From an optimization exercise on the open Yosys and OpenROAD flow, aimed at small area and a short achievable clock period; shortcuts taken in it are not production practice.
At most, simulation tests tie the RTL to the original design; equivalence was not proved.
No functional check of the RTL was part of runs 1 to 4.
Power and IR drop assume default switching activity.

$ cat design/flow/design.v
module topmodule (input clk, input reset,
	output [31:0] imem_addr, input [31:0] imem_data,
	output rf_r_we, output [2:0] rf_r_addr, output [31:0] rf_r_data,
	output rf_s_we, output [2:0] rf_s_addr, output [31:0] rf_s_data,
	output dm_we, output [3:0] dm_addr, output [7:0] dm_wdata,
	output [31:0] epc, output [1:0] cause);
	reg  [31:2] pcb;                 
	reg         pct;                 
	reg  [31:0] ir;                  
	reg  [7:1]  ir_sa, ir_sb;        
	reg  [31:2] id_pc;               
	reg  [31:2] ex_pc;
	reg  [31:0] ex_a, ex_b;          
	reg  [3:0]  ex_fa, ex_fb;        
	reg  [4:0]  ex_sm, ex_sn;        
	reg         ex_fc, ex_fd;
	reg  [7:0]  ex_sdat;             
	reg         ex_op1, ex_sub, ex_rb31;
	reg  [2:0]  ex_rd, ex_sd;
	reg         ex_rwe, ex_ld, ex_st;
	reg  [31:0] mem_alu;
	reg         mem_g, mem_p;        
	reg  [2:0]  mem_rd, mem_sd;
	reg         mem_rwe, mem_ld, mem_st;
	reg  [3:0]  mem_addr;
	reg  [7:0]  mem_sdat;
	reg  [31:0] wb_alu;
	reg  [7:0]  wb_mem;
	reg  [2:0]  wb_rd, wb_sd;
	reg         wb_rwe, wb_swe;
	reg  [31:2] epc_a, epc_b;        
	reg         epc_s;
	reg  [1:0]  cause_q;
	reg  [31:0] rf1, rf2, rf3, rf4, rf5, rf6, rf7;
	reg  [7:0]  dm0, dm1, dm2, dm3, dm4, dm5, dm6, dm7, dm8, dm9, dm10, dm11, dm12, dm13, dm14, dm15;
	wire [31:2] pc = pct ? 30'h3fff : pcb;
	wire [4:0] sop  = ir[31:27];
	wire [4:0] rop  = ir[15:11];
	wire [4:0] func = ir[10:6];
	wire [2:0] f_rm = ir[8:6];
	wire [2:0] f_rn = ir[5:3];
	wire [2:0] f_rd = ir[2:0];
	wire [2:0] f_sm = ir[24:22];
	wire [2:0] f_sn = ir[21:19];
	wire [2:0] f_sd = ir[18:16];
	wire is_ld  = sop == 5'b01010;
	wire is_st  = sop == 5'b01011;
	wire is_br  = sop == 5'b11010;
	wire is_jp  = sop == 5'b11100;
	wire is_add = rop == 5'b00011;
	wire is_op1 = rop == 5'b01000;
	wire exc    = ~(is_ld | is_st | is_br | is_jp) | ~(is_add | is_op1);
	wire stall = is_br | is_jp |
		(ex_ld & ((ex_sd == f_rn) | (ex_sd == f_rd) | (ex_sd == f_sm) | (ex_sd == f_sn)));
	wire mem_carry = mem_g | (mem_p & ~mem_alu[31]);
	wire flush = is_br & mem_carry;
	wire [7:1] s_a, s_b, s_sm, s_sn, s_sd, nx_sa, nx_sb;
	genvar gi;
	generate for (gi = 1; gi < 8; gi = gi + 1) begin : dec
		assign s_a[gi]  = ir_sa[gi];
		assign s_b[gi]  = ir_sb[gi];
		assign nx_sa[gi] = imem_data[8:6] == gi;
		assign nx_sb[gi] = (imem_data[15:11] == 5'b01000 ? imem_data[5:3] : imem_data[2:0]) == gi;
		assign s_sm[gi] = f_sm == gi;
		assign s_sn[gi] = f_sn == gi;
		assign s_sd[gi] = f_sd == gi;
	end endgenerate
	wire [31:0] rd_a = ({32{s_a[1]}} & rf1) | ({32{s_a[2]}} & rf2) | ({32{s_a[3]}} & rf3) |
		({32{s_a[4]}} & rf4) | ({32{s_a[5]}} & rf5) | ({32{s_a[6]}} & rf6) | ({32{s_a[7]}} & rf7);
	wire [31:0] rd_b = ({32{s_b[1]}} & rf1) | ({32{s_b[2]}} & rf2) | ({32{s_b[3]}} & rf3) |
		({32{s_b[4]}} & rf4) | ({32{s_b[5]}} & rf5) | ({32{s_b[6]}} & rf6) | ({32{s_b[7]}} & rf7);
	wire [4:0] rd_sm = ({5{s_sm[1]}} & rf1[4:0]) | ({5{s_sm[2]}} & rf2[4:0]) | ({5{s_sm[3]}} & rf3[4:0]) |
		({5{s_sm[4]}} & rf4[4:0]) | ({5{s_sm[5]}} & rf5[4:0]) | ({5{s_sm[6]}} & rf6[4:0]) | ({5{s_sm[7]}} & rf7[4:0]);
	wire [4:0] rd_sn = ({5{s_sn[1]}} & rf1[4:0]) | ({5{s_sn[2]}} & rf2[4:0]) | ({5{s_sn[3]}} & rf3[4:0]) |
		({5{s_sn[4]}} & rf4[4:0]) | ({5{s_sn[5]}} & rf5[4:0]) | ({5{s_sn[6]}} & rf6[4:0]) | ({5{s_sn[7]}} & rf7[4:0]);
	wire [7:0] rd_sd = ({8{s_sd[1]}} & rf1[7:0]) | ({8{s_sd[2]}} & rf2[7:0]) | ({8{s_sd[3]}} & rf3[7:0]) |
		({8{s_sd[4]}} & rf4[7:0]) | ({8{s_sd[5]}} & rf5[7:0]) | ({8{s_sd[6]}} & rf6[7:0]) | ({8{s_sd[7]}} & rf7[7:0]);
	wire [15:0] s_m;
	generate for (gi = 0; gi < 16; gi = gi + 1) begin : mdec
		assign s_m[gi] = mem_addr == gi;
	end endgenerate
	wire [7:0] memout =
		({8{s_m[0]}}  & dm0)  | ({8{s_m[1]}}  & dm1)  | ({8{s_m[2]}}  & dm2)  | ({8{s_m[3]}}  & dm3)  |
		({8{s_m[4]}}  & dm4)  | ({8{s_m[5]}}  & dm5)  | ({8{s_m[6]}}  & dm6)  | ({8{s_m[7]}}  & dm7)  |
		({8{s_m[8]}}  & dm8)  | ({8{s_m[9]}}  & dm9)  | ({8{s_m[10]}} & dm10) | ({8{s_m[11]}} & dm11) |
		({8{s_m[12]}} & dm12) | ({8{s_m[13]}} & dm13) | ({8{s_m[14]}} & dm14) | ({8{s_m[15]}} & dm15);
	wire eq_a = ex_rd == f_rm;
	wire eq_b = ex_rd == f_rn;
	wire m2_c = ex_rwe & (ex_rd != 3'd0) & (ex_rd == f_sm);
	wire m2_d = ex_rwe & (ex_rd != 3'd0) & (ex_rd == f_sn);
	wire m3r_a = mem_rwe & (mem_rd != 3'd0) & (mem_rd == f_rm);
	wire m3r_b = mem_rwe & (mem_rd != 3'd0) & (mem_rd == f_rn);
	wire m3r_c = mem_rwe & (mem_rd != 3'd0) & (mem_rd == f_sm);
	wire m3r_d = mem_rwe & (mem_rd != 3'd0) & (mem_rd == f_sn);
	wire m3s_a = mem_ld & (mem_sd != 3'd0) & (mem_sd == f_rm);
	wire m3s_b = mem_ld & (mem_sd != 3'd0) & (mem_sd == f_rn);
	wire m3s_c = mem_ld & (mem_sd != 3'd0) & (mem_sd == f_sm);
	wire m3s_d = mem_ld & (mem_sd != 3'd0) & (mem_sd == f_sn);
	wire [31:0] pre_a = m3r_a ? mem_alu : m3s_a ? {24'd0, memout} : rd_a;
	wire [31:0] pre_b = m3r_b ? mem_alu : m3s_b ? {24'd0, memout} : rd_b;
	wire [4:0]  pre_c = m3r_c ? mem_alu[4:0] : m3s_c ? memout[4:0] : rd_sm;
	wire [4:0]  pre_d = m3r_d ? mem_alu[4:0] : m3s_d ? memout[4:0] : rd_sn;
	wire f_sub = func == 5'b00101;
	wire f_lsr = func == 5'b01001;
	wire f_neg = func == 5'b00110;
	wire [31:0] neg_imm = {{29{f_rm != 3'd0}}, 3'd0 - f_rm};
	wire [31:0] lsr_r = rd_b >> f_rm;
	wire [31:0] op1_a = f_sub ? neg_imm : f_lsr ? lsr_r : f_neg ? ~rd_b : 32'd0;
	wire [31:0] in1, in2;
	generate for (gi = 0; gi < 4; gi = gi + 1) begin : fwd
		assign in1[8*gi+7:8*gi] = ex_fa[gi] ? mem_alu[8*gi+7:8*gi] : ex_a[8*gi+7:8*gi];
		assign in2[8*gi+7:8*gi] = ex_fb[gi] ? mem_alu[8*gi+7:8*gi] : ex_b[8*gi+7:8*gi];
	end endgenerate
	wire [32:0] sum = {1'b0, in1} + {1'b0, in2};
	wire ovf_add = (in1[31] == in2[31]) & (sum[31] != in1[31]);
	wire ovf   = ex_op1 ? (ex_sub & ex_rb31 & sum[31]) : ovf_add;
	wire cy_g = ~ex_op1 & in1[31] & in2[31];
	wire cy_p = ex_op1 ? ex_rb31 : (in1[31] ^ in2[31]);
	wire [4:0] s1 = ex_fc ? mem_alu[4:0] : ex_sm;
	wire [4:0] s2 = ex_fd ? mem_alu[4:0] : ex_sn;
	wire [4:0] s_sum = s1 + s2;
	wire trap = exc | ovf;
	always @(posedge clk) begin
		if (reset) begin
			pcb <= 30'd0; pct <= 1'b0;
		end else if (!stall) begin
			pcb <= pc + 30'd1; pct <= trap;
		end
		if (reset | flush) begin
			ir <= 32'd0;
			ir_sa <= 7'd0; ir_sb <= 7'd0;
			id_pc <= 30'd0;
		end else begin
			ir <= imem_data;
			ir_sa <= nx_sa; ir_sb <= nx_sb;
			id_pc <= pc;
		end
		if (reset) begin
			ex_pc <= 30'd0; ex_a <= 32'd0; ex_b <= 32'd0; ex_fa <= 4'd0; ex_fb <= 4'd0;
			ex_op1 <= 1'b0; ex_rwe <= 1'b0; ex_ld <= 1'b0; ex_st <= 1'b0;
		end else begin
			ex_pc <= id_pc;
			ex_a <= is_op1 ? op1_a : pre_a;
			ex_b <= is_op1 ? (f_sub ? rd_b : 32'd0) : pre_b;
			ex_fa <= {4{~is_op1 & ex_rwe}} & {eq_a & (ex_rd != 3'd0) & (f_rm != 3'd0), eq_a & (|(ex_rd | f_rm)),
				eq_a & (f_rm != 3'd0), eq_a & (ex_rd != 3'd0)};
			ex_fb <= {4{~is_op1 & ex_rwe}} & {eq_b & (ex_rd != 3'd0) & (f_rn != 3'd0), eq_b & (|(ex_rd | f_rn)),
				eq_b & (f_rn != 3'd0), eq_b & (ex_rd != 3'd0)};
			ex_op1 <= is_op1;
			ex_rwe <= is_add | is_op1; ex_ld <= is_ld; ex_st <= is_st;
		end
		ex_sm <= pre_c; ex_sn <= pre_d; ex_fc <= m2_c; ex_fd <= m2_d;
		ex_sdat <= rd_sd;
		ex_sub <= f_sub; ex_rb31 <= rd_b[31];
		ex_rd <= f_rd; ex_sd <= f_sd;
		if (reset) begin
			mem_rwe <= 1'b0; mem_ld <= 1'b0; mem_st <= 1'b0;
		end else begin
			mem_rwe <= ex_rwe; mem_ld <= ex_ld; mem_st <= ex_st;
		end
		mem_alu <= sum[31:0]; mem_g <= cy_g; mem_p <= cy_p; mem_rd <= ex_rd; mem_sd <= ex_sd;
		mem_addr <= s_sum[4:1]; mem_sdat <= ex_sdat;
		if (reset) begin
			wb_rwe <= 1'b0; wb_swe <= 1'b0;
		end else begin
			wb_rwe <= mem_rwe; wb_swe <= mem_ld;
		end
		wb_alu <= mem_alu; wb_mem <= memout; wb_rd <= mem_rd; wb_sd <= mem_sd;
		if (reset) begin
			epc_a <= 30'd0; epc_b <= 30'd0; epc_s <= 1'b0;
		end else begin
			if (epc_s) epc_a <= ex_pc; else epc_b <= ex_pc;
			epc_s <= epc_s ^ trap;
		end
		if (reset) cause_q <= 2'b00;
		else if (trap) cause_q <= exc ? 2'b01 : 2'b10;
	end
	wire [7:1] hit_r, hit_s, w_r, w_s, keep;
	generate for (gi = 1; gi < 8; gi = gi + 1) begin : rfc
		assign hit_r[gi] = wb_rwe & (wb_rd == gi);
		assign hit_s[gi] = wb_swe & (wb_sd == gi);
		assign w_r[gi]   = ~reset & hit_r[gi];
		assign w_s[gi]   = ~reset & ~hit_r[gi] & hit_s[gi];
		assign keep[gi]  = ~reset & ~hit_r[gi] & ~hit_s[gi];
	end endgenerate
	always @(posedge clk) begin
		rf1 <= ({32{w_r[1]}} & wb_alu) | ({32{w_s[1]}} & {24'd0, wb_mem}) | ({32{keep[1]}} & rf1);
		rf2 <= ({32{w_r[2]}} & wb_alu) | ({32{w_s[2]}} & {24'd0, wb_mem}) | ({32{keep[2]}} & rf2);
		rf3 <= ({32{w_r[3]}} & wb_alu) | ({32{w_s[3]}} & {24'd0, wb_mem}) | ({32{keep[3]}} & rf3);
		rf4 <= ({32{w_r[4]}} & wb_alu) | ({32{w_s[4]}} & {24'd0, wb_mem}) | ({32{keep[4]}} & rf4);
		rf5 <= ({32{w_r[5]}} & wb_alu) | ({32{w_s[5]}} & {24'd0, wb_mem}) | ({32{keep[5]}} & rf5);
		rf6 <= ({32{w_r[6]}} & wb_alu) | ({32{w_s[6]}} & {24'd0, wb_mem}) | ({32{keep[6]}} & rf6);
		rf7 <= ({32{w_r[7]}} & wb_alu) | ({32{w_s[7]}} & {24'd0, wb_mem}) | ({32{keep[7]}} & rf7);
	end
	wire [15:0] dw, dk;
	generate for (gi = 0; gi < 16; gi = gi + 1) begin : dmc
		assign dw[gi] = ~reset & mem_st & s_m[gi];
		assign dk[gi] = ~reset & ~(mem_st & s_m[gi]);
	end endgenerate
	always @(posedge clk) begin
		dm0  <= ({8{dw[0]}}  & mem_sdat) | ({8{dk[0]}}  & dm0)  | ({8{reset}} & 8'h0f);
		dm1  <= ({8{dw[1]}}  & mem_sdat) | ({8{dk[1]}}  & dm1)  | ({8{reset}} & 8'ha5);
		dm2  <= ({8{dw[2]}}  & mem_sdat) | ({8{dk[2]}}  & dm2)  | ({8{reset}} & 8'h42);
		dm3  <= ({8{dw[3]}}  & mem_sdat) | ({8{dk[3]}}  & dm3)  | ({8{reset}} & 8'h00);
		dm4  <= ({8{dw[4]}}  & mem_sdat) | ({8{dk[4]}}  & dm4)  | ({8{reset}} & 8'h00);
		dm5  <= ({8{dw[5]}}  & mem_sdat) | ({8{dk[5]}}  & dm5)  | ({8{reset}} & 8'h09);
		dm6  <= ({8{dw[6]}}  & mem_sdat) | ({8{dk[6]}}  & dm6)  | ({8{reset}} & 8'haa);
		dm7  <= ({8{dw[7]}}  & mem_sdat) | ({8{dk[7]}}  & dm7)  | ({8{reset}} & 8'h84);
		dm8  <= ({8{dw[8]}}  & mem_sdat) | ({8{dk[8]}}  & dm8)  | ({8{reset}} & 8'ha0);
		dm9  <= ({8{dw[9]}}  & mem_sdat) | ({8{dk[9]}}  & dm9)  | ({8{reset}} & 8'h40);
		dm10 <= ({8{dw[10]}} & mem_sdat) | ({8{dk[10]}} & dm10) | ({8{reset}} & 8'h01);
		dm11 <= ({8{dw[11]}} & mem_sdat) | ({8{dk[11]}} & dm11) | ({8{reset}} & 8'h07);
		dm12 <= ({8{dw[12]}} & mem_sdat) | ({8{dk[12]}} & dm12) | ({8{reset}} & 8'h00);
		dm13 <= ({8{dw[13]}} & mem_sdat) | ({8{dk[13]}} & dm13) | ({8{reset}} & 8'hc0);
		dm14 <= ({8{dw[14]}} & mem_sdat) | ({8{dk[14]}} & dm14) | ({8{reset}} & 8'h25);
		dm15 <= ({8{dw[15]}} & mem_sdat) | ({8{dk[15]}} & dm15) | ({8{reset}} & 8'h23);
	end
	assign imem_addr = {pc, 2'b00};
	assign rf_r_we   = wb_rwe;
	assign rf_r_addr = wb_rd;
	assign rf_r_data = wb_alu;
	assign rf_s_we   = wb_swe;
	assign rf_s_addr = wb_sd;
	assign rf_s_data = {24'd0, wb_mem};
	assign dm_we     = mem_st;
	assign dm_addr   = mem_addr;
	assign dm_wdata  = mem_sdat;
	assign epc       = {epc_s ? epc_b : epc_a, 2'b00};
	assign cause     = cause_q;
endmodule
$ cat design/flow/flow/run.sh
#!/bin/bash
# Own layout flow: the standard flow (standard.sh), unchanged except that the port
# buffers are sky130_fd_sc_hd__buf_2 cells instead of the delay cells buffer_ports picks by
# default. The synthesis is the standard one. Each step's output goes to a log file in this
# folder, and ORFS keeps its own per-step logs under orfs/logs.
set -euo pipefail
W=$(pwd)
export BUFFER_PORTS_ARGS="-buffer_cell sky130_fd_sc_hd__buf_2"
bash standard.sh synth > $W/flow_synth.log 2>&1
bash standard.sh > $W/flow_layout.log 2>&1
$ cat design/flow/standard.sh
#!/bin/bash
# synth_recipe.tcl (not shown) runs the flow's synth.tcl, then flattens the netlist and writes it again
# the make line also repeats each setting of config.mk as NAME=value (left out here)
make -C /OpenROAD-flow-scripts/flow DESIGN_CONFIG=/design/flow/config.mk WORK_HOME=/design/flow/orfs CLKGATE_MAP_FILE= SYNTH_SCRIPT=/design/flow/synth_recipe.tcl "${@:-finish}"
$ cat design/flow/config.mk
export PLATFORM = sky130hd
export DESIGN_NAME = topmodule
export DESIGN_NICKNAME = topmodule
export VERILOG_FILES = /design/flow/design.v
export SDC_FILE = /design/flow/constraint.sdc
export NUM_CORES = 4
export LEC_CHECK = 0
export ABC_AREA = 1
export CAP_MARGIN = 20
export CORE_MARGIN = 2
export CORE_UTILIZATION = 40
export SETUP_SLACK_MARGIN = 3.0
export SLEW_MARGIN = 20
$ cat design/flow/constraint.sdc
create_clock -name core_clock -period 6.5 [get_ports {clk}]
set_input_delay 1.3000 -clock core_clock [delete_from_list [all_inputs] [get_ports {clk}]]
set_output_delay 1.3000 -clock core_clock [all_outputs]
set_load 0.01 [all_outputs]
==> results of run 1 <==
-- sequential cells by signal, summed over array words and instances, names as in the netlist, 30 cells and up --
name,count
rf3,32
id_pc,30
rf6,32
wb_alu,32
rf4,32
rf1,32
rf2,32
mem_alu,32
ir,30
epc_b,30
pcb,30
ex_pc,30
rf5,32
rf7,32
ex_a,32
ex_b,32
epc_a,30
-- power groups by stage --
stage	registers, uW	logic (uW)	clock network [uW]
after global placement	4900	508	0
final	4800	527	4750
after CTS	4800	516	4800
after global routing	4800	569	4990
after floorplan	4850	347	0
after detailed placement	4900	511	0
-- cells in the mapped netlist, types with 33 or more instances --
cell      instances
a21oi_1         257
o22ai_1         270
inv_1           564
o211ai_1         36
a221oi_1         48
buf_2            33
clkbuf_1        161
nor2_1          366
nand4_1          35
o21ai_0         282
ha_1             45
nand3_1         220
xor2_1           56
o221ai_1         45
nor3_1           49
nand2_1        1121
dfxtp_1         757
-- cell families (layout without fill, tap and decap cells) --
| group | Yosys count | count (layout) |
|---|---|---|
| buffers and inverters | 817 | 926 |
| AND/OR/NAND/NOR | 1871 | 1871 |
| AO/OA/AOI/OAI | 1060 | 1060 |
| other | 1 | 33 |
| multiplexers | 10 | 10 |
| adder cells (fa/ha/maj) | 47 | 47 |
| flip-flops | 757 | 757 |
| XOR/XNOR | 82 | 82 |
-- final cells by class --
cell class	count	share of cell area [%]
multi-input cells	3098	41.0
flip-flops and latches	757	39.5
clock buffers	112	6.09
inverters	581	5.71
well taps	1134	3.70
repair buffers	197	2.88
clock inverters	36	1.03
diodes	5	0.0326
-- routing by layer --
metal | vias up | wire length (um) | share of wire (%) | global-route usage, %
li1 | 15600 | - | - | -
met1 | 15400 | 52600 | 41 | 37.1
met3 | 379 | 10600 | 8.3 | 4.72
met2 | 1589 | 56400 | 44 | 44.7
met5 | - | 13 | 0.010 | 0
met4 | 2 | 7450 | 5.9 | 15.9
-- metrics by stage --
step,setup WS [ns],power (uW),area [sq um]
2_1_floorplan,3.86,5200,34000
3_3_place_gp,2.60,5400,35600
3_5_place_dp,2.60,5410,35600
4_1_cts,3.05,10100,38300
5_1_grt,3.00,10400,38400
6_report,3.01,10100,38400
-- what timing repair did --
| action | 4_1_cts | 5_1_grt |
|---|---|---|
| buffers inserted | 3 | 0 |
| resized for setup | 4 | 6 |
| pin swaps | 0 | 0 |
| endpoints found under the setup margin | 39 | 32 |
| hold buffers | 0 | 0 |
-- worst paths after layout --
path | from | cells past startpoint | end | slack (ns)
min reg2reg | ex_sdat[2] | 0 | mem_sdat[2] | 0.32
max reg2reg | ir[6] | 10 | ex_a[19] | 3.13
max | reset | 4 | rf1[3] | 3.01
min | ex_sdat[2] | 0 | mem_sdat[2] | 0.32
==> flow_metrics.py, run 1 <==
metrics = {
    "outcome": {
        "status": "complete, no violations",
    },
    "floorplanning": {
        "die_w_um": 295,
        "die_area_sq_mm": 0.0871,
        "num_rows": 106,
        "core_sq_mm": 0.0838,
        "fp.dieH_um": 295,
        "initial_utilization_pct": 40.5,
        "pin_count": 185,
    },
    "cells_and_area": {
        "utilization_pct": 45.8,
        "layout-drive-gt1-share_pct": 8.91,
        "fillers": 8553,
        "layout_common_cells": "nand2_1 (1115), dfxtp_1 (749), inv_1 (560)",
        "seqCellArea_sq_mm": 0.0152,
        "multiInputGateArea_sq_mm": 0.0157,
        "layout.nets": 4799,
        "layout.cells.non_filler": 5920,
        "final_common_cell": "nand2_1",
        "area_growth_syn_to_layout_pct": 13.2,
    },
    "detailed_routing": {
        "drcViolationCount": 0,
        "ant_nets": 0,
        "post_drt_wl_per_cell_um": 21.5,
        "drt-vias-per-instance": 5.56,
        "first_iter_violations": 3649,
        "wl_mm": 127,
        "drtPass1Iterations": 7,
        "vias": 32900,
    },
    "power_and_ir_drop": {
        "p_per_area_mw_per_mm2": 263,
        "p_sw_uw": 2500,
        "p_sw_share_pct": 24.8,
        "power_frac_comb_pct": 5.2,
        "power.internal_uw": 7580,
        "seq_power_share_pct": 47.6,
        "vdd.ir_drop.worst_mv": 0.209,
        "p_leak_uw": 0.0154,
        "p_clk_share_pct": 47.2,
    },
    "setup_path": {
        "slowest_delay_ns": 1.01,
        "arrival_ns": 4.02,
        "crit_path_end_kind": "register",
        "path_cells": "buf_6 > nor3_2 > clkinvlp_4 > o221ai_1",
        "slowest_stage": "nor3_2",
        "worstSetupPathType": "in -> reg",
        "crit_required_ns": 7.04,
        "cp-start-kind": "primary input",
        "cpLargestDelayFamily": "buffers and inverters",
        "cp_max_fo": 68,
        "path_buf_inv": 2,
    },
    "global_routing": {
        "antenna_found_initial": 5,
        "first_global_vias": 30400,
        "grt_pass1_wl_mm": 190,
        "grt_usage_pct": 28.4,
        "grt_overflow_total": 0,
        "grt_max_degree": 99,
    },
    "clock_tree": {
        "clk_latency_ns": 0.66,
        "cts.clk_slew.worst_paths_ns": 0.06,
        "cts_tree": "done",
        "cts_inserted_buffers": 83,
        "cts_max_level": 3,
        "root_buffer": "clkbuf_16",
        "ctsLongestPathBuffers": 3,
        "numClockSinks": 757,
    },
    "timing": {
        "min_period_over_period_pct": 53.6,
        "rsz0062_at_grt": "yes",
        "hold_viol_final": 0,
        "worst_pin_slew_ns": 1.17,
        "slew_headroom_pct": 21.5,
        "fin_skew_ns": 0.0374,
        "post-route-min-period_ns": 3.49,
        "fmax_ghz": 0.287,
        "slew_violations": 0,
        "hold_slack_ns": 0.323,
        "setup_viol_count_final": 0,
        "tns_ns": 0,
    },
    "logic_synthesis": {
        "yosys-top-cells-area": "dfxtp_1 (45%), nand2_1 (12%), inv_1 (6.2%)",
        "synth_cell_types": 58,
        "synthAdderAreaFrac_pct": 1.78,
        "syn_area_sq_mm": 0.0339,
        "synth-seq-cells": 757,
        "synth-xor-area-share_pct": 2.12,
        "seq_area_frac_synth_pct": 44.7,
        "avgSynthCellArea_sq_um": 7.30,
        "synth_top_family_by_area": "simple AND/OR/NAND/NOR gates",
        "synthCells": 4645,
        "synth_top_area_cell": "dfxtp_1",
        "async_reset_ff_share_pct": 0,
        "synth_top_cell_area_share_pct": 44.7,
        "synth-compound-area-share_pct": 18.7,
        "synth_ff_type": "dfxtp_1",
        "synth.area.mux_share_pct": 0.332,
        "synth_edf_count": 0,
        "synth-simple-area-share_pct": 22.8,
        "yosysWarnings": 1,
    },
    "place": {
        "gp_congestion": 0.947,
        "dpl.hpwl_mm": 86.2,
        "portBuffers": 154,
        "dp_cells": 5763,
    },
    "job": {
        "drv_cap": 0,
    },
    "hold_path": {
        "hold_path_class": "reg -> reg",
    },
}
==> run 2, diff against run 1 <==
--- a/design/flow/config.mk
+++ b/design/flow/config.mk
@@ -9,5 +9,5 @@
 export CAP_MARGIN = 20
 export CORE_MARGIN = 2
 export CORE_UTILIZATION = 40
-export SETUP_SLACK_MARGIN = 3.0
+export SETUP_SLACK_MARGIN = 3.5
 export SLEW_MARGIN = 20
==> flow_metrics.py, run 2 <==
metrics = {
    "place": {
        "portBuffers": 154,
        "gp_congestion": 0.947,
        "dpl.hpwl_mm": 86.2,
        "dpl_cell_area_sq_mm": 0.0356,
    },
    "detailed_routing": {
        "drt-vias-per-instance": 5.58,
        "ant_nets": 0,
        "vias": 33400,
        "post_drt_wl_per_cell_um": 21.7,
        "first_iter_violations": 3748,
        "drtPass1Iterations": 6,
        "drcViolationCount": 0,
        "wl_mm": 129,
    },
    "clock_tree": {
        "clk_latency_ns": 0.65,
        "ctsLongestPathBuffers": 3,
        "cts_inserted_buffers": 83,
        "cts_hold_buf": 0,
        "numClockSinks": 757,
        "cts_tree": "done",
        "cts_max_level": 3,
        "root_buffer": "clkbuf_16",
        "cts.clk_slew.worst_paths_ns": 0.06,
    },
    "floorplanning": {
        "pin_count": 185,
        "initial_utilization_pct": 40.5,
        "die_area_sq_mm": 0.0871,
        "die_w_um": 295,
        "fp.dieH_um": 295,
        "core_sq_mm": 0.0838,
        "num_rows": 106,
    },
    "logic_synthesis": {
        "async_reset_ff_share_pct": 0,
        "yosys-top-cells-area": "dfxtp_1 (45%), nand2_1 (12%), inv_1 (6.2%)",
        "synth_commonest_cells": "nand2_1 (1121), dfxtp_1 (757), inv_1 (564), nor2_1 (366), o21ai_0 (282)",
        "syn_area_sq_mm": 0.0339,
        "synth_ff_type": "dfxtp_1",
        "synthCells": 4645,
        "synth_most_common_cell": "nand2_1",
        "synth_top_cell_area_share_pct": 44.7,
        "yosysWarnings": 1,
        "synth_cell_types": 58,
        "avgSynthCellArea_sq_um": 7.30,
        "synth_top_area_cell": "dfxtp_1",
        "synth-seq-cells": 757,
        "seq_area_frac_synth_pct": 44.7,
        "synth_edf_count": 0,
    },
    "power_and_ir_drop": {
        "p_leak_uw": 0.0158,
        "vdd.ir_drop.worst_mv": 0.209,
        "p_per_area_mw_per_mm2": 258,
    },
    "timing": {
        "rsz0062_at_grt": "yes",
        "slew_headroom_pct": 21.2,
        "fmax_ghz": 0.321,
        "worst_pin_slew_ns": 1.17,
        "min_period_over_period_pct": 47.9,
        "hold_viol_final": 0,
        "tns_ns": 0,
        "post-route-min-period_ns": 3.11,
        "slew_violations": 0,
        "fin_skew_ns": 0.0326,
        "setup_viol_count_final": 0,
    },
    "global_routing": {
        "grt_overflow_total": 0,
        "first_global_vias": 30600,
        "antenna_found_initial": 5,
        "grt_usage_pct": 28.7,
        "grt_max_degree": 99,
        "grt_pass1_wl_mm": 191,
    },
    "cells_and_area": {
        "layout-drive-gt1-share_pct": 10.9,
        "area_growth_syn_to_layout_pct": 16.2,
        "layout_common_cells": "nand2_1 (1103), dfxtp_1 (740), inv_1 (548)",
        "final_common_cell": "nand2_1",
        "finalInstanceArea_sq_mm": 0.0394,
        "layout.nets": 4853,
    },
    "setup_path": {
        "crit_required_ns": 5.20,
        "cp-start-kind": "register",
        "crit_path_end_kind": "output pin",
        "arrival_ns": 1.81,
        "worstSetupPathType": "reg -> out",
        "cp_max_fo": 6,
    },
    "outcome": {
        "status": "complete, no violations",
    },
    "hold_path": {
        "hold_path_class": "reg -> reg",
    },
    "job": {
        "drv_cap": 0,
    },
}
==> run 2: cell counts after synthesis <==
Identical to the previous run, type by type.
==> run 2: critical path, cell delays in order (launching register included) <==
cell,delay (ns)
dfxtp_4,0.35
buf_4,0.16
bufbuf_16,0.29
nor2_4,0.21
buf_2,0.17
==> run 2: routing by layer <==
layer  GRT usage [%]  vias up  wire [um]
li1                -    15700          -
met1            37.6    15600      52800
met2            44.8     1700      56900
met5               0        -          0
met3            4.62      415      11500
met4            16.7        0       8180
==> run 2: cell type report <==
type,instances,area (sq um)
inverters,581,2250
clock inverters,36,397
well taps,1134,1420
fillers,8426,44400
repair buffers,247,1730
flip-flops and latches,757,15200
clock buffers,112,2340
diodes,5,12.5
multi-input cells,3098,16000
repair inverters,4,37.5
==> run 2: final timing paths <==
| check | startpoint | to | slack, ns | cells after the start |
|---|---|---|---|---|
| worst max-delay path | pct | imem_addr[27] | 3.39 | 4 |
| worst min-delay path | ex_sdat[2] | mem_sdat[2] | 0.32 | 0 |
| worst max register to register | ir_sa[1] | ex_a[10] | 3.55 | 6 |
| worst min register to register | ex_sdat[2] | mem_sdat[2] | 0.32 | 0 |
==> run 2: kinds of logic after synthesis <==
logic type | share of synthesized area [%]
compound gates | 18.7
xor+xnor | 2.12
fa+ha+maj | 1.78
buf+inv | 9.52
flops | 44.7
mux | 0.332
other cells | 0.0111
simple gates | 22.8
==> run 2: metrics by stage <==
stage | std cells | hold WS [ns] | total power, uW | setup slack [ns] | util (%)
after floorplan | 4672 | 0.310 | 5200 | 3.86 | -
after global placement | 5763 | 0.310 | 5400 | 2.60 | 42.4
after detailed placement | 5763 | 0.312 | 5410 | 2.60 | 42.4
after CTS | 5927 | 0.325 | 10100 | 3.37 | 46.2
after global routing | 5973 | 0.333 | 10400 | 3.36 | 47.0
final | 5974 | 0.321 | 10200 | 3.39 | 47.0
==> run 2: where the power goes <==
part / switching [uW] / internal [uW] / leakage [uW]
clock network: 2020 / 2740 / 0.00135
registers: 90.2 / 4710 / 0.00614
logic: 423 / 177 / 0.00835
==> run 2: what timing repair did <==
item,in CTS,in global routing
gates cloned,5,5
setup buffers,11,36
setup endpoints to repair,118,100
pin swaps,6,3
gates resized for setup,64,80
==> run 3, diff against run 2 <==
==> design/flow/run.sh (new file) <==
#!/bin/bash
# synth_recipe.tcl (not shown) runs the flow's synth.tcl, then flattens the netlist and writes it again
# the make line also repeats each setting of config.mk as NAME=value (left out here)
make -C /OpenROAD-flow-scripts/flow DESIGN_CONFIG=/design/flow/config.mk WORK_HOME=/design/flow/orfs CLKGATE_MAP_FILE= SYNTH_SCRIPT=/design/flow/synth_recipe.tcl finish
--- a/design/flow/config.mk
+++ b/design/flow/config.mk
@@ -9,5 +9,5 @@
 export CAP_MARGIN = 20
 export CORE_MARGIN = 2
 export CORE_UTILIZATION = 40
-export SETUP_SLACK_MARGIN = 3.5
+export SETUP_SLACK_MARGIN = 3.0
 export SLEW_MARGIN = 20
removed: design/flow/flow/run.sh
removed: design/flow/standard.sh
==> flow_metrics.py, run 3 <==
metrics = {
    "timing": {
        "fin_skew_ns": 0.0281,
        "slew_violations": 0,
        "min_period_over_period_pct": 54.2,
        "hold_slack_ns": 0.325,
        "worst_pin_slew_ns": 1.21,
        "setup_ws_ns": 2.98,
        "hold_viol_final": 0,
        "rsz0062_at_grt": "yes",
        "post-route-min-period_ns": 3.52,
        "fmax_ghz": 0.284,
        "tns_ns": 0,
        "slew_headroom_pct": 18.5,
        "setup_viol_count_final": 0,
    },
    "logic_synthesis": {
        "synth-seq-cells": 757,
        "synth_cell_types": 58,
        "seq_area_frac_synth_pct": 44.7,
        "synth_most_common_cell": "nand2_1",
        "synth-simple-area-share_pct": 22.8,
        "yosys-top-cells-area": "dfxtp_1 (45%), nand2_1 (12%), inv_1 (6.2%)",
        "synth_top_cell_area_share_pct": 44.7,
        "synth_ff_type": "dfxtp_1",
        "yosysWarnings": 1,
        "synth_edf_count": 0,
        "synthCells": 4645,
        "synth_commonest_cells": "nand2_1 (1121), dfxtp_1 (757), inv_1 (564), nor2_1 (366), o21ai_0 (282)",
        "avgSynthCellArea_sq_um": 7.30,
        "async_reset_ff_share_pct": 0,
        "synth-compound-area-share_pct": 18.7,
        "syn_area_sq_mm": 0.0339,
        "synth_top_area_cell": "dfxtp_1",
        "synth-xor-area-share_pct": 2.12,
        "synthAdderAreaFrac_pct": 1.78,
        "synth.area.mux_share_pct": 0.332,
        "synth_top_family_by_area": "simple AND/OR/NAND/NOR gates",
    },
    "place": {
        "dpl.hpwl_mm": 86.4,
        "gp_congestion": 0.963,
        "portBuffers": 154,
        "place_ws_ns": 2.75,
    },
    "clock_tree": {
        "ctsLongestPathBuffers": 3,
        "cts_hold_buf": 0,
        "cts_inserted_buffers": 84,
        "root_buffer": "clkbuf_16",
        "cts_max_level": 3,
        "clk_latency_ns": 0.65,
        "numClockSinks": 757,
        "cts.clk_slew.worst_paths_ns": 0.06,
        "cts_tree": "done",
    },
    "setup_path": {
        "worstSetupPathType": "reg -> out",
        "cp-start-kind": "register",
        "rr_endpoint": "rf1[1]",
        "r2r-start": "wb_sd[1]",
        "cp_max_fo": 24,
        "crit_required_ns": 5.20,
        "r2r_cells": 6,
        "crit_path_end_kind": "output pin",
        "startpoint": "pct",
        "arrival_ns": 2.22,
        "r2r_setup_slack_ns": 3.12,
        "endpoint": "imem_addr[30]",
    },
    "power_and_ir_drop": {
        "power.internal_uw": 7560,
        "vdd.ir_drop.worst_mv": 0.229,
        "report.power.total_uw": 10000,
        "seq_power_share_pct": 47.8,
        "p_sw_share_pct": 24.5,
        "p_per_area_mw_per_mm2": 256,
        "p_sw_uw": 2460,
        "p_clk_share_pct": 46.5,
        "p_leak_uw": 0.0153,
        "power_frac_comb_pct": 5.7,
    },
    "job": {
        "drv_cap": 0,
    },
    "cells_and_area": {
        "seqCellArea_sq_mm": 0.0152,
        "layout_common_cells": "nand2_1 (1111), dfxtp_1 (754), inv_1 (560)",
        "layout-drive-gt1-share_pct": 5.83,
        "area_growth_syn_to_layout_pct": 15.7,
        "layout.nets": 4808,
        "multiInputGateArea_sq_mm": 0.0157,
        "final_common_cell": "nand2_1",
        "fillers": 8508,
    },
    "global_routing": {
        "grt_usage_pct": 28.3,
        "grt_overflow_total": 0,
        "grt_max_degree": 94,
        "grt_pass1_wl_mm": 188,
        "antenna_found_initial": 6,
        "first_global_vias": 30400,
    },
    "detailed_routing": {
        "wl_mm": 127,
        "drcViolationCount": 0,
        "ant_nets": 0,
        "post_drt_wl_per_cell_um": 21.4,
        "first_iter_violations": 3308,
        "drtPass1Iterations": 8,
        "vias": 33100,
        "drt-vias-per-instance": 5.58,
    },
    "floorplanning": {
        "pin_count": 185,
        "die_area_sq_mm": 0.0871,
        "num_rows": 106,
        "die_w_um": 295,
        "fp.dieH_um": 295,
        "core_sq_mm": 0.0838,
        "initial_utilization_pct": 40.5,
    },
    "outcome": {
        "status": "complete, no violations",
    },
    "hold_path": {
        "hold_path_class": "reg -> reg",
    },
}
run 3: cell count changes in the layout (fill, tap and decap cells not counted), moves of 7 or more:
cell / delta
dfxtp_1: +14
clkdlybuf4s50_1: +150
buf_4: -34
nand2_4: -9
nor2_4: -14
buf_2: -144
nand2_2: +8
nand2_8: -7
dfxtp_2: -8
buf_6: -11
inv_1: +12
nand2_1: +8
nor2_1: +12
run 3: layout make-up:
type | count | share of cell area (%)
multi-input cells | 3098 | 40.1
flip-flops and latches | 757 | 38.7
clock buffers | 118 | 6.27
inverters | 581 | 5.62
repair buffers | 204 | 5.09
well taps | 1134 | 3.62
clock inverters | 30 | 0.555
diodes | 5 | 0.0319
repair inverters | 1 | 0.0223
run 3: kinds of logic (layout without fill, tap and decap cells):
group,count (synthesis),count (layout)
muxes,10,10
DFF,757,757
AOI/OAI and AO/OA,1060,1060
and+or+nand+nor,1871,1871
other,1,33
buffers and inverters,817,934
xor gates and xnor gates,82,82
adders and majority gates,47,47
run 3: worst max-delay path, stage by stage (launching register included):
cell and delay, ns:
dfxtp_1 0.36, buf_12 0.19, clkinvlp_4 0.11, buf_4 0.18, nand2_1 0.18, inv_1 0.07
clkdlybuf4s50_1 0.47
run 3: worst min-delay path by stage:
stage,start,endpoint,slack (ns),cells after the start
final,ex_sdat[1],mem_sdat[1],0.33,0
after global routing,ex_sdat[0],mem_sdat[0],0.33,0
after CTS,ex_sdat[4],mem_sdat[4],0.33,0
after detailed placement,ex_sdat[4],mem_sdat[4],0.31,0
after global placement,ex_sdat[2],mem_sdat[2],0.31,0
after floorplan,ex_sdat[0],mem_sdat[0],0.31,0
run 3: power groups by stage:
stage	Clock, uW	Combinational (uW)	Sequential (uW)
CTS	4720	555	4790
finish	4660	575	4790
detailed placement	0	549	4890
global placement	0	547	4890
global route	4920	617	4800
floorplan	0	347	4850
run 3: layer usage:
metal	track usage (%)	wire, um	up-vias	part of all wire, %
li1	-	-	15600	-
met1	38.2	54000	15500	42
met2	43.7	55300	1607	44
met3	3.97	10600	339	8.3
met4	15.2	7190	0	5.7
met5	0	0	-	0
run 3: what timing repair did:
action	in CTS	in global routing
setup buffers	2	0
pin swaps	0	0
cloned	0	3
resized for setup	17	7
setup endpoints to repair	65	56
run 3: metrics by stage:
step	area (sq um)	std cells	util, %
global route	39200	5926	46.8
finish	39200	5928	46.8
global placement	36400	5769	43.4
detailed placement	36400	5770	43.4
CTS	39100	5920	46.7
floorplan	34000	4672	-
==> run 4, diff against run 3 <==
==> design/flow/flow/run.sh (new file) <==
#!/bin/bash
# Own layout flow: the standard flow (standard.sh) with two layout changes: the port
# buffers are sky130_fd_sc_hd__buf_2 cells instead of the delay cells buffer_ports picks by
# default, and the clock tree uses larger sink clusters and no dummy loads. The synthesis is
# the standard one. Each step's output goes to a log file in this folder, and ORFS keeps its
# own per-step logs under orfs/logs.
set -euo pipefail
W=$(pwd)
export BUFFER_PORTS_ARGS="-buffer_cell sky130_fd_sc_hd__buf_2"
export CTS_ARGS="-sink_clustering_enable -repair_clock_nets -dont_use_dummy_load -sink_clustering_size 24 -sink_clustering_max_diameter 100"
bash standard.sh synth > $W/flow_synth.log 2>&1
bash standard.sh > $W/flow_layout.log 2>&1
==> design/flow/standard.sh (new file) <==
#!/bin/bash
# synth_recipe.tcl (not shown) runs the flow's synth.tcl, then flattens the netlist and writes it again
# the make line also repeats each setting of config.mk as NAME=value (left out here)
make -C /OpenROAD-flow-scripts/flow DESIGN_CONFIG=/design/flow/config.mk WORK_HOME=/design/flow/orfs CLKGATE_MAP_FILE= SYNTH_SCRIPT=/design/flow/synth_recipe.tcl "${@:-finish}"
--- a/design/flow/config.mk
+++ b/design/flow/config.mk
@@ -9,5 +9,5 @@
 export CAP_MARGIN = 20
 export CORE_MARGIN = 2
 export CORE_UTILIZATION = 40
-export SETUP_SLACK_MARGIN = 3.0
+export SETUP_SLACK_MARGIN = 3.5
 export SLEW_MARGIN = 20
removed: design/flow/run.sh
==> flow_metrics.py, run 4 <==
metrics = {
    "outcome": {
        "status": "complete, no violations",
    },
    "setup_path": {
        "slowest_stage": "dfxtp_4",
        "cpMostUsedCell": "buf_12",
        "slowest_delay_ns": 0.40,
        "r2r-start": "mem_sd[0]",
        "crit_path_end_kind": "output pin",
        "path_buf_inv": 6,
        "cp-start-kind": "register",
        "arrival_ns": 1.81,
        "crit_required_ns": 5.20,
        "r2r_cells": 10,
        "cp_max_fo": 9,
        "worstSetupPathType": "reg -> out",
        "cpLargestDelayFamily": "buffers and inverters",
        "r2r_setup_slack_ns": 3.57,
        "path_cells": "buf_12 > clkinvlp_4 > buf_12 > buf_12 > nand2_8 > inv_1 > buf_2",
        "rr_endpoint": "ex_a[5]",
    },
    "logic_synthesis": {
        "synth_most_common_cell": "nand2_1",
        "seq_area_frac_synth_pct": 44.7,
        "synth-seq-cells": 757,
        "async_reset_ff_share_pct": 0,
        "synthCells": 4645,
        "yosysWarnings": 1,
        "synth_top_area_cell": "dfxtp_1",
        "synth_ff_type": "dfxtp_1",
        "avgSynthCellArea_sq_um": 7.30,
        "synth_cell_types": 58,
        "synth_edf_count": 0,
        "synth_top_cell_area_share_pct": 44.7,
        "syn_area_sq_mm": 0.0339,
        "synth_commonest_cells": "nand2_1 (1121), dfxtp_1 (757), inv_1 (564), nor2_1 (366), o21ai_0 (282)",
        "yosys-top-cells-area": "dfxtp_1 (45%), nand2_1 (12%), inv_1 (6.2%)",
    },
    "timing": {
        "worst_pin_slew_ns": 1.23,
        "slew_violations": 0,
        "post-route-min-period_ns": 3.11,
        "fin_skew_ns": 0.0779,
        "fmax_ghz": 0.322,
        "rsz0062_at_grt": "yes",
        "tns_ns": 0,
        "hold_viol_final": 0,
        "min_period_over_period_pct": 47.8,
        "setup_viol_count_final": 0,
        "slew_headroom_pct": 17.3,
    },
    "place": {
        "portBuffers": 154,
        "dpl.hpwl_mm": 86.2,
        "gp_congestion": 0.947,
        "dpl_cell_area_sq_mm": 0.0356,
    },
    "hold_path": {
        "min_from": "ex_sdat[4]",
        "hold_depth": 0,
        "hold-path-endpoint": "mem_sdat[4]",
        "hold_path_class": "reg -> reg",
    },
    "cells_and_area": {
        "layout_common_cells": "nand2_1 (1104), dfxtp_1 (740), inv_1 (551)",
        "area_growth_syn_to_layout_pct": 9.73,
        "layout-drive-gt1-share_pct": 8.48,
        "utilization_pct": 44.4,
        "layout.nets": 4776,
        "final_common_cell": "nand2_1",
        "finalInstanceArea_sq_mm": 0.0372,
    },
    "detailed_routing": {
        "post_drt_wl_per_cell_um": 21.8,
        "wl_mm": 127,
        "drt-vias-per-instance": 5.61,
        "ant_nets": 0,
        "first_iter_violations": 3645,
        "drtPass1Iterations": 6,
        "drcViolationCount": 0,
        "vias": 32700,
    },
    "floorplanning": {
        "core_sq_mm": 0.0838,
        "die_area_sq_mm": 0.0871,
        "die_w_um": 295,
        "initial_utilization_pct": 40.5,
        "pin_count": 185,
        "fp.dieH_um": 295,
        "num_rows": 106,
    },
    "power_and_ir_drop": {
        "p_clk_share_pct": 32.8,
        "vdd.ir_drop.worst_mv": 0.158,
        "p_per_area_mw_per_mm2": 214,
        "power_frac_comb_pct": 7.1,
        "p_sw_share_pct": 25.5,
        "power.internal_uw": 5940,
        "p_leak_uw": 0.0148,
        "seq_power_share_pct": 60.1,
        "p_sw_uw": 2030,
    },
    "clock_tree": {
        "cts_tree": "done",
        "root_buffer": "clkbuf_16",
        "numClockSinks": 757,
        "ctsLongestPathBuffers": 3,
        "cts_hold_buf": 0,
        "cts_inserted_buffers": 39,
        "cts.clk_slew.worst_paths_ns": 0.09,
        "cts_max_level": 2,
        "clk_latency_ns": 0.61,
    },
    "global_routing": {
        "first_global_vias": 30000,
        "grt_max_degree": 99,
        "grt_usage_pct": 28.3,
        "grt_pass1_wl_mm": 189,
        "grt_overflow_total": 0,
        "antenna_found_initial": 5,
    },
    "job": {
        "drv_cap": 0,
    },
}
-- run 4: worst max-delay path by stage --
| stage | startpoint | to | slack [ns] | depth (start not counted) |
|---|---|---|---|---|
| final | pct | imem_addr[23] | 3.39 | 7 |
| after global routing | pct | imem_addr[28] | 3.34 | 7 |
| after CTS | pct | imem_addr[5] | 3.35 | 4 |
| after detailed placement | ir[6] | ex_a[19] | 2.60 | 10 |
| after global placement | reset | rf2[0] | 2.60 | 4 |
| after floorplan | ex_fb[0] | mem_alu[20] | 3.86 | 12 |
-- run 4: cell families (layout without fill, tap and decap cells) --
logic type	count (synthesis)	after routing	synth area share, %
DFF	757	757	44.7
buffers and inverters	817	838	9.52
adders and majority gates	47	47	1.78
and+or+nand+nor	1871	1871	22.8
AOI/OAI and AO/OA	1060	1060	18.7
muxes	10	10	0.332
other	1	32	0.0111
xor gates and xnor gates	82	82	2.12
-- run 4: worst reg2reg max path, cell delays in order (launching register included) --
cell	delay, ns
dfxtp_1	0.42
o31ai_1	0.36
inv_1	0.14
nand2_1	0.10
buf_4	0.48
clkinvlp_4	0.57
nand2_1	0.19
nand3_1	0.23
nand2_1	0.13
nand2_1	0.05
nor2_1	0.17
-- run 4: power by group through the flow --
stage	Sequential (uW)	Combinational [uW]	Clock (uW)
after floorplan	4850	347	0
after global placement	4900	508	0
after detailed placement	4900	511	0
after CTS	4790	536	2660
after global routing	4800	606	2820
final	4800	564	2610
-- run 4: layout make-up --
| type | instances | area (sq um) |
|---|---|---|
| timing repair inverter | 2 | 12.5 |
| antenna | 4 | 10.0 |
| multi-input combinational | 3098 | 16000 |
| tap | 1134 | 1420 |
| inverter | 581 | 2230 |
| sequential | 757 | 15200 |
| fill | 8641 | 46600 |
| timing repair buffer | 216 | 1400 |
| clock buffer | 39 | 976 |
-- run 4: per-stage QoR --
step | setup slack (ns) | cells | power [uW] | hold slack [ns]
2_1_floorplan | 3.86 | 4672 | 5200 | 0.310
3_3_place_gp | 2.60 | 5763 | 5400 | 0.310
3_5_place_dp | 2.60 | 5763 | 5410 | 0.312
4_1_cts | 3.35 | 5813 | 7990 | 0.335
5_1_grt | 3.34 | 5830 | 8220 | 0.339
6_report | 3.39 | 5831 | 7970 | 0.334
-- run 4: routing by layer --
layer	vias to the layer above	wire length, um	track usage (%)
li1	15400	-	-
met1	15300	52100	37.4
met2	1633	55700	44.1
met3	357	11100	4.47
met4	2	8050	15.9
met5	-	13	0
-- run 4: repair_timing --
item / 4_1_cts / 5_1_grt
hold endpoints to repair: 0 / 0
resized for setup: 55 / 54
buffers inserted: 7 / 11
cloned: 4 / 2
pin swaps: 2 / 2
setup endpoints to repair: 117 / 130
==> run 5, diff against run 4 <==
--- a/design/flow/design.v
+++ b/design/flow/design.v
@@ -6,6 +6,7 @@
 	output [31:0] epc, output [1:0] cause);
 	reg  [31:2] pcb;                 
 	reg         pct;                 
+	reg  [2:0]  pct_o;               
 	reg  [31:0] ir;                  
 	reg  [7:1]  ir_sa, ir_sb;        
 	reg  [31:2] id_pc;               
@@ -120,11 +121,16 @@
 	wire [4:0] s2 = ex_fd ? mem_alu[4:0] : ex_sn;
 	wire [4:0] s_sum = s1 + s2;
 	wire trap = exc | ovf;
+	wire ovf_s = ex_op1 & ex_sub & ex_rb31 & sum[31];
+	wire ovf_a = ~ex_op1 & ovf_add;
+	wire trap_b = (exc | ovf_s) | ovf_a;
+	wire trap_c = exc | (ovf_s | ovf_a);
+	wire trap_d = (exc | ovf_a) | ovf_s;
 	always @(posedge clk) begin
 		if (reset) begin
-			pcb <= 30'd0; pct <= 1'b0;
+			pcb <= 30'd0; pct <= 1'b0; pct_o <= 3'd0;
 		end else if (!stall) begin
-			pcb <= pc + 30'd1; pct <= trap;
+			pcb <= pc + 30'd1; pct <= trap; pct_o <= {trap_d, trap_c, trap_b};
 		end
 		if (reset | flush) begin
 			ir <= 32'd0;
@@ -215,7 +221,8 @@
 		dm14 <= ({8{dw[14]}} & mem_sdat) | ({8{dk[14]}} & dm14) | ({8{reset}} & 8'h25);
 		dm15 <= ({8{dw[15]}} & mem_sdat) | ({8{dk[15]}} & dm15) | ({8{reset}} & 8'h23);
 	end
-	assign imem_addr = {pc, 2'b00};
+	assign imem_addr = {pct_o[2] ? 8'h00 : pcb[31:24], pct_o[1] ? 8'h00 : pcb[23:16],
+		pct_o[0] ? 14'h3fff : pcb[15:2], 2'b00};
 	assign rf_r_we   = wb_rwe;
 	assign rf_r_addr = wb_rd;
 	assign rf_r_data = wb_alu;
--- a/design/flow/config.mk
+++ b/design/flow/config.mk
@@ -9,5 +9,5 @@
 export CAP_MARGIN = 20
 export CORE_MARGIN = 2
 export CORE_UTILIZATION = 40
-export SETUP_SLACK_MARGIN = 3.5
+export SETUP_SLACK_MARGIN = 4.0
 export SLEW_MARGIN = 20
==> flow_metrics.py, run 5 <==
metrics = {
    "logic_synthesis": {
        "yosysWarnings": 1,
        "synth_most_common_cell": "nand2_1",
        "synth-seq-cells": 760,
        "synth_top_cell_area_share_pct": 44.9,
        "synthCells": 4610,
        "synth_commonest_cells": "nand2_1 (1073), dfxtp_1 (760), inv_1 (544), nor2_1 (386), o22ai_1 (279)",
        "syn_area_sq_mm": 0.0339,
        "synth_edf_count": 0,
        "avgSynthCellArea_sq_um": 7.36,
        "synth_ff_type": "dfxtp_1",
        "async_reset_ff_share_pct": 0,
        "yosys-top-cells-area": "dfxtp_1 (45%), nand2_1 (12%), inv_1 (6.0%)",
        "synth_top_area_cell": "dfxtp_1",
        "synth_cell_types": 67,
        "seq_area_frac_synth_pct": 44.9,
    },
    "power_and_ir_drop": {
        "seq_power_share_pct": 59.7,
        "p_leak_uw": 0.0156,
        "power.internal_uw": 6000,
        "report.power.total_uw": 8060,
        "power_frac_comb_pct": 8.0,
        "p_per_area_mw_per_mm2": 203,
        "p_sw_uw": 2060,
        "vdd.ir_drop.worst_mv": 0.205,
        "p_sw_share_pct": 25.6,
        "p_clk_share_pct": 32.3,
    },
    "global_routing": {
        "grt_usage_pct": 28.7,
        "grt_pass1_wl_mm": 190,
        "antenna_found_initial": 9,
        "first_global_vias": 30500,
        "grt_overflow_total": 0,
        "grt_max_degree": 96,
    },
    "cells_and_area": {
        "multiInputGateArea_sq_mm": 0.0169,
        "final_common_cell": "nand2_1",
        "layout_common_cells": "nand2_1 (982), dfxtp_1 (664), inv_1 (510)",
        "area_growth_syn_to_layout_pct": 16.9,
        "fillers": 8414,
        "layout.nets": 4856,
        "seqCellArea_sq_mm": 0.0155,
        "layout-drive-gt1-share_pct": 17.3,
        "utilization_pct": 47.3,
    },
    "job": {
        "drv_cap": 0,
    },
    "setup_path": {
        "path_cells": "buf_12 > inv_16 > nand2_2 > nand2_1 > buf_2",
        "crit_path_end_kind": "output pin",
        "arrival_ns": 1.58,
        "cp_max_fo": 16,
        "slowest_delay_ns": 0.45,
        "crit_required_ns": 5.20,
        "cpLargestDelayFamily": "flip-flops",
        "worstSetupPathType": "reg -> out",
        "cp-start-kind": "register",
        "slowest_stage": "dfxtp_4",
        "path_buf_inv": 3,
    },
    "clock_tree": {
        "cts_tree": "done",
        "cts_inserted_buffers": 39,
        "root_buffer": "clkbuf_16",
        "cts_hold_buf": 0,
        "numClockSinks": 760,
        "clk_latency_ns": 0.63,
        "cts.clk_slew.worst_paths_ns": 0.10,
        "ctsLongestPathBuffers": 3,
        "cts_max_level": 2,
    },
    "timing": {
        "hold_viol_final": 0,
        "tns_ns": 0,
        "fmax_ghz": 0.347,
        "setup_viol_count_final": 0,
        "min_period_over_period_pct": 44.3,
        "rsz0062_at_grt": "yes",
        "post-route-min-period_ns": 2.88,
        "slew_headroom_pct": 22.9,
        "worst_pin_slew_ns": 1.15,
        "fin_skew_ns": 0.113,
        "slew_violations": 0,
    },
    "detailed_routing": {
        "ant_nets": 0,
        "post_drt_wl_per_cell_um": 22.2,
        "drtPass1Iterations": 8,
        "drcViolationCount": 0,
        "drt-vias-per-instance": 5.59,
        "first_iter_violations": 3713,
        "wl_mm": 131,
        "vias": 33000,
    },
    "place": {
        "dpl.hpwl_mm": 87.0,
        "portBuffers": 154,
        "gp_congestion": 0.986,
    },
    "floorplanning": {
        "num_rows": 106,
        "pin_count": 185,
        "die_w_um": 295,
        "fp.dieH_um": 295,
        "die_area_sq_mm": 0.0871,
        "core_sq_mm": 0.0838,
        "initial_utilization_pct": 40.5,
    },
    "hold_path": {
        "hold_path_class": "reg -> reg",
    },
    "outcome": {
        "status": "complete, no violations",
    },
}
run 5: changes by cell type in the layout (fill, tap and decap cells not counted), sizes merged, moves of 7 or more:
cell	before	now
a211oi	15	29
nor3	54	61
buf	212	326
nand3	223	208
mux2	10	0
a221oi	48	29
o22ai	270	279
nor2	380	405
nand4	36	47
a31oi	28	10
a21oi	259	252
nand2	1125	1090
and2	17	9
run 5: path summary, 6_finish.rpt:
| kind | depth (start not counted) | from | to | slack [ns] |
|---|---|---|---|---|
| hold reg to reg | 0 | mem_alu[21] | wb_alu[21] | 0.29 |
| setup / recovery | 5 | epc_s | epc[24] | 3.62 |
| setup reg to reg | 19 | ex_fa[0] | mem_alu[25] | 3.91 |
| hold / removal | 0 | mem_alu[21] | wb_alu[21] | 0.29 |
run 5: metrics by stage:
stage | hold slack [ns] | worst slack, ns | area, sq um | instances
2_1_floorplan | 0.310 | 3.93 | 34000 | 4637
3_3_place_gp | 0.310 | 2.68 | 35500 | 5727
3_5_place_dp | 0.312 | 2.66 | 35500 | 5727
4_1_cts | 0.296 | 3.61 | 37900 | 5833
5_1_grt | 0.289 | 3.58 | 39600 | 5910
6_report | 0.287 | 3.62 | 39600 | 5910
run 5: timing repair:
action / in CTS / in global routing
setup buffers: 57 / 72
gates resized for setup: 317 / 298
cloned: 10 / 2
pin swaps: 45 / 84
endpoints found under the setup margin: 587 / 248
run 5: power by group through the flow:
stage          Clock, uW  Sequential, uW  Combinational (uW)
3_3_place_gp           0            4920                 509
5_1_grt             2820            4820                 688
4_1_cts             2670            4810                 579
3_5_place_dp           0            4920                 511
2_1_floorplan          0            4870                 363
6_report            2610            4810                 643
run 5: cell families (layout without fill, tap and decap cells):
logic type               Yosys count  count (layout)  synth area share, %
adder cells (fa/ha/maj)           47              47                 1.78
XOR/XNOR                          83              83                 2.14
buffers and inverters            810             946                 9.64
AND/OR/NAND/NOR                 1861            1861                 23.0
other                              1              31               0.0111
AO/OA/AOI/OAI                   1048            1048                 18.6
flip-flops                       760             760                 44.9
run 5: worst reg2reg max path, cell delays in order (launching register included):
cell and delay [ns]:
dfxtp_4 0.41, buf_4 0.14, nor2_2 0.04, a21oi_1 0.20, ha_1 0.33, nand2_4 0.10
inv_2 0.04, a21oi_4 0.15, nand2_4 0.08, nand2_4 0.07, nand2_4 0.07, buf_12 0.14
a21oi_4 0.14, inv_1 0.05, nand2_1 0.07, nand2_2 0.09, nand2_2 0.09, inv_1 0.04
o21bai_1 0.11, nand2_1 0.06
run 5: final cells by class:
cell class,instances,share of cell area (%)
flip-flops and latches,760,39.0
repair inverters,5,0.123
well taps,1134,3.58
clock buffers,39,2.46
repair buffers,331,6.69
diodes,3,0.0189
multi-input cells,3067,42.5
inverters,571,5.60
run 5: routing by layer:
metal	share of wire [%]	vias to the layer above	global-route usage, %
met1	41	15600	36.6
met3	7.8	339	4.21
met2	46	1503	47.2
met4	5.5	2	14.6
met5	0.0061	-	0
li1	-	15600	-
==> run 6, diff against run 5 <==
--- a/design/flow/config.mk
+++ b/design/flow/config.mk
@@ -9,5 +9,5 @@
 export CAP_MARGIN = 20
 export CORE_MARGIN = 2
 export CORE_UTILIZATION = 40
-export SETUP_SLACK_MARGIN = 4.0
+export SETUP_SLACK_MARGIN = 3.25
 export SLEW_MARGIN = 20
==> flow_metrics.py, run 6 <==
metrics = {
    "timing": {
        "tns_ns": 0,
        "slew_violations": 0,
        "fmax_ghz": 0.312,
        "fin_skew_ns": 0.117,
        "setup_viol_count_final": 0,
        "hold_viol_final": 0,
        "worst_pin_slew_ns": 1.20,
        "min_period_over_period_pct": 49.2,
        "post-route-min-period_ns": 3.20,
        "rsz0062_at_grt": "yes",
        "slew_headroom_pct": 19.4,
    },
    "floorplanning": {
        "die_area_sq_mm": 0.0871,
        "initial_utilization_pct": 40.5,
        "pin_count": 185,
        "core_sq_mm": 0.0838,
        "fp.dieH_um": 295,
        "num_rows": 106,
        "die_w_um": 295,
    },
    "clock_tree": {
        "cts_max_level": 2,
        "cts_inserted_buffers": 40,
        "root_buffer": "clkbuf_16",
        "ctsLongestPathBuffers": 3,
        "numClockSinks": 760,
        "cts_tree": "done",
        "clk_latency_ns": 0.64,
        "cts.clk_slew.worst_paths_ns": 0.10,
    },
    "detailed_routing": {
        "ant_nets": 0,
        "vias": 32300,
        "drt-vias-per-instance": 5.59,
        "drtPass1Iterations": 6,
        "wl_mm": 125,
        "first_iter_violations": 3389,
        "drcViolationCount": 0,
        "post_drt_wl_per_cell_um": 21.6,
    },
    "logic_synthesis": {
        "seq_area_frac_synth_pct": 44.9,
        "synth-seq-cells": 760,
        "yosys-top-cells-area": "dfxtp_1 (45%), nand2_1 (12%), inv_1 (6.0%)",
        "synth_top_area_cell": "dfxtp_1",
        "synth_ff_type": "dfxtp_1",
        "synth_most_common_cell": "nand2_1",
        "async_reset_ff_share_pct": 0,
        "synth_top_cell_area_share_pct": 44.9,
        "synthCells": 4610,
        "avgSynthCellArea_sq_um": 7.36,
        "syn_area_sq_mm": 0.0339,
        "yosysWarnings": 1,
        "synth_edf_count": 0,
        "synth_cell_types": 67,
        "synth_commonest_cells": "nand2_1 (1073), dfxtp_1 (760), inv_1 (544), nor2_1 (386), o22ai_1 (279)",
    },
    "setup_path": {
        "arrival_ns": 3.54,
        "r2r_cells": 6,
        "crit_path_end_kind": "register",
        "worstSetupPathType": "reg -> reg",
        "slowest_stage": "nor4_1",
        "slowest_delay_ns": 1.02,
        "path_cells": "buf_4 > inv_1 > buf_4 > ha_1 > or3_1 > nor4_1",
        "rr_endpoint": "ex_fa[2]",
        "r2r_setup_slack_ns": 3.30,
        "r2r-start": "ir[6]",
        "cp_max_fo": 40,
        "crit_required_ns": 6.84,
        "cp-start-kind": "register",
        "cpMostUsedCell": "buf_4",
    },
    "cells_and_area": {
        "layout.nets": 4721,
        "multiInputGateArea_sq_mm": 0.0156,
        "layout-drive-gt1-share_pct": 7.83,
        "utilization_pct": 43.7,
        "area_growth_syn_to_layout_pct": 7.96,
        "layout.cells.non_filler": 5776,
        "layout_common_cells": "nand2_1 (1066), dfxtp_1 (749), inv_1 (541)",
        "final_common_cell": "nand2_1",
        "seqCellArea_sq_mm": 0.0152,
        "fillers": 8716,
    },
    "outcome": {
        "status": "complete, no violations",
    },
    "hold_path": {
        "hold_path_class": "reg -> reg",
        "min_from": "mem_alu[20]",
        "hold_depth": 0,
        "hold-path-endpoint": "wb_alu[20]",
    },
    "global_routing": {
        "grt_use_met2_pct": 44.7,
        "grt_usage_pct": 27.8,
        "first_global_vias": 30000,
        "busiest_layer": "met2",
        "met3_usage_pct": 3.22,
        "grt_max_degree": 77,
        "grt_overflow_total": 0,
        "antenna_found_initial": 6,
        "use_met1_pct": 36.0,
        "grt_pass1_wl_mm": 185,
    },
    "place": {
        "dp_cells": 5729,
        "gp_congestion": 1.00,
        "dpl.hpwl_mm": 86.1,
        "portBuffers": 154,
    },
    "power_and_ir_drop": {
        "p_per_area_mw_per_mm2": 218,
        "p_leak_uw": 0.0144,
        "vdd.ir_drop.worst_mv": 0.183,
    },
    "job": {
        "drv_cap": 0,
    },
}
run 6: cell type report:
class / instances / share of cell area (%)
multi-input combinational: 3067 / 42.7
sequential: 760 / 41.6
inverter: 571 / 5.95
tap: 1134 / 3.88
timing repair buffer: 199 / 3.09
clock buffer: 40 / 2.73
antenna: 4 / 0.0273
timing repair inverter: 1 / 0.0137
run 6: cells by family after synthesis:
group | synth area share (%)
and+or+nand+nor | 23.0
AOI/OAI and AO/OA | 18.6
DFF | 44.9
buffers and inverters | 9.64
xor gates and xnor gates | 2.14
other | 0.0111
adders and majority gates | 1.78
run 6: worst max path at each step:
stage               startpoint           to  slack [ns]  depth (start not counted)
floorplan             ex_fb[0]  mem_alu[20]        3.82                         12
global placement         reset     ex_b[22]        2.55                          7
detailed placement       reset     ex_b[22]        2.51                          7
CTS                      epc_s      epc[21]        3.25                          5
global route          ex_fb[1]     pct_o[0]        3.22                         16
finish                   ir[6]     ex_fa[2]        3.30                          6
run 6: critical path: cells and delay by family (launching register included):
family | cells | cell delay, ns
flip-flops | 1 | 0.33
AND/OR/NAND/NOR | 2 | 1.43
adder cells (fa/ha/maj) | 1 | 0.32
buffers and inverters | 3 | 0.79
run 6: repair_timing:
action	4_1_cts	5_1_grt
cloned	0	1
buffers inserted	0	2
hold buffers	0	0
resized for setup	7	28
setup endpoints to repair	77	167
run 6: power by group:
group	internal, uW	leakage, uW	switching [uW]
Sequential	4730	0.00616	88.2
Combinational	140	0.00775	390
Clock	1100	0.000493	1540
run 6: through the flow:
| step | setup slack [ns] | hold WS [ns] | area [sq um] | total power, uW |
|---|---|---|---|---|
| 2_1_floorplan | 3.82 | 0.310 | 34000 | 5240 |
| 3_3_place_gp | 2.55 | 0.310 | 35500 | 5430 |
| 3_5_place_dp | 2.51 | 0.312 | 35500 | 5430 |
| 4_1_cts | 3.25 | 0.307 | 36500 | 8020 |
| 5_1_grt | 3.22 | 0.303 | 36600 | 8250 |
| 6_report | 3.30 | 0.294 | 36600 | 7990 |
run 6: routing by layer:
layer  up-vias  wire, um
li1      15300         -
met1     15300     51500
met2      1441     56100
met3       333      9100
met4         2      8090
met5         -        11

==> what the ideal ports hide <==
Ports are ideal in the flow. The routed layouts listed here were re-timed in OpenROAD. Step 1 (the two cells are an assumption about what drives the block):
set clk [get_ports {clk}]
set_driving_cell -lib_cell sky130_fd_sc_hd__clkbuf_16 $clk
set_driving_cell -lib_cell sky130_fd_sc_hd__buf_2 [delete_from_list [all_inputs] $clk]
Step 2, shift: input delay + t, output delay - t, t = (earliest + latest rising clock arrival at the registers) / 2. This alone moves slack from input paths to output paths. Slacks: ideal ports / drivers / drivers and shift; pairs: ideal ports / drivers.
run	t, ns	setup WS [ns]	clock arrival spread, ns	worst register clock-pin slew, ns
run 1	0.701	3.014 / 3.046 / 2.345	0.039 / 0.039	0.07 / 0.07
run 2	0.702	3.388 / 3.326 / 2.759	0.041 / 0.041	0.07 / 0.07
run 3	0.693	2.976 / 2.915 / 2.424	0.032 / 0.032	0.07 / 0.07
run 4	0.639	3.393 / 3.331 / 2.832	0.095 / 0.095	0.11 / 0.11
run 5	0.643	3.621 / 3.553 / 3.424	0.115 / 0.114	0.11 / 0.11
run 6	0.649	3.300 / 3.300 / 2.725	0.120 / 0.120	0.10 / 0.10
After both steps every run listed still meets setup and hold. The setup slack of run 1, which loses most, moves by +0.032 ns with the drivers and by -0.669 ns with both steps.
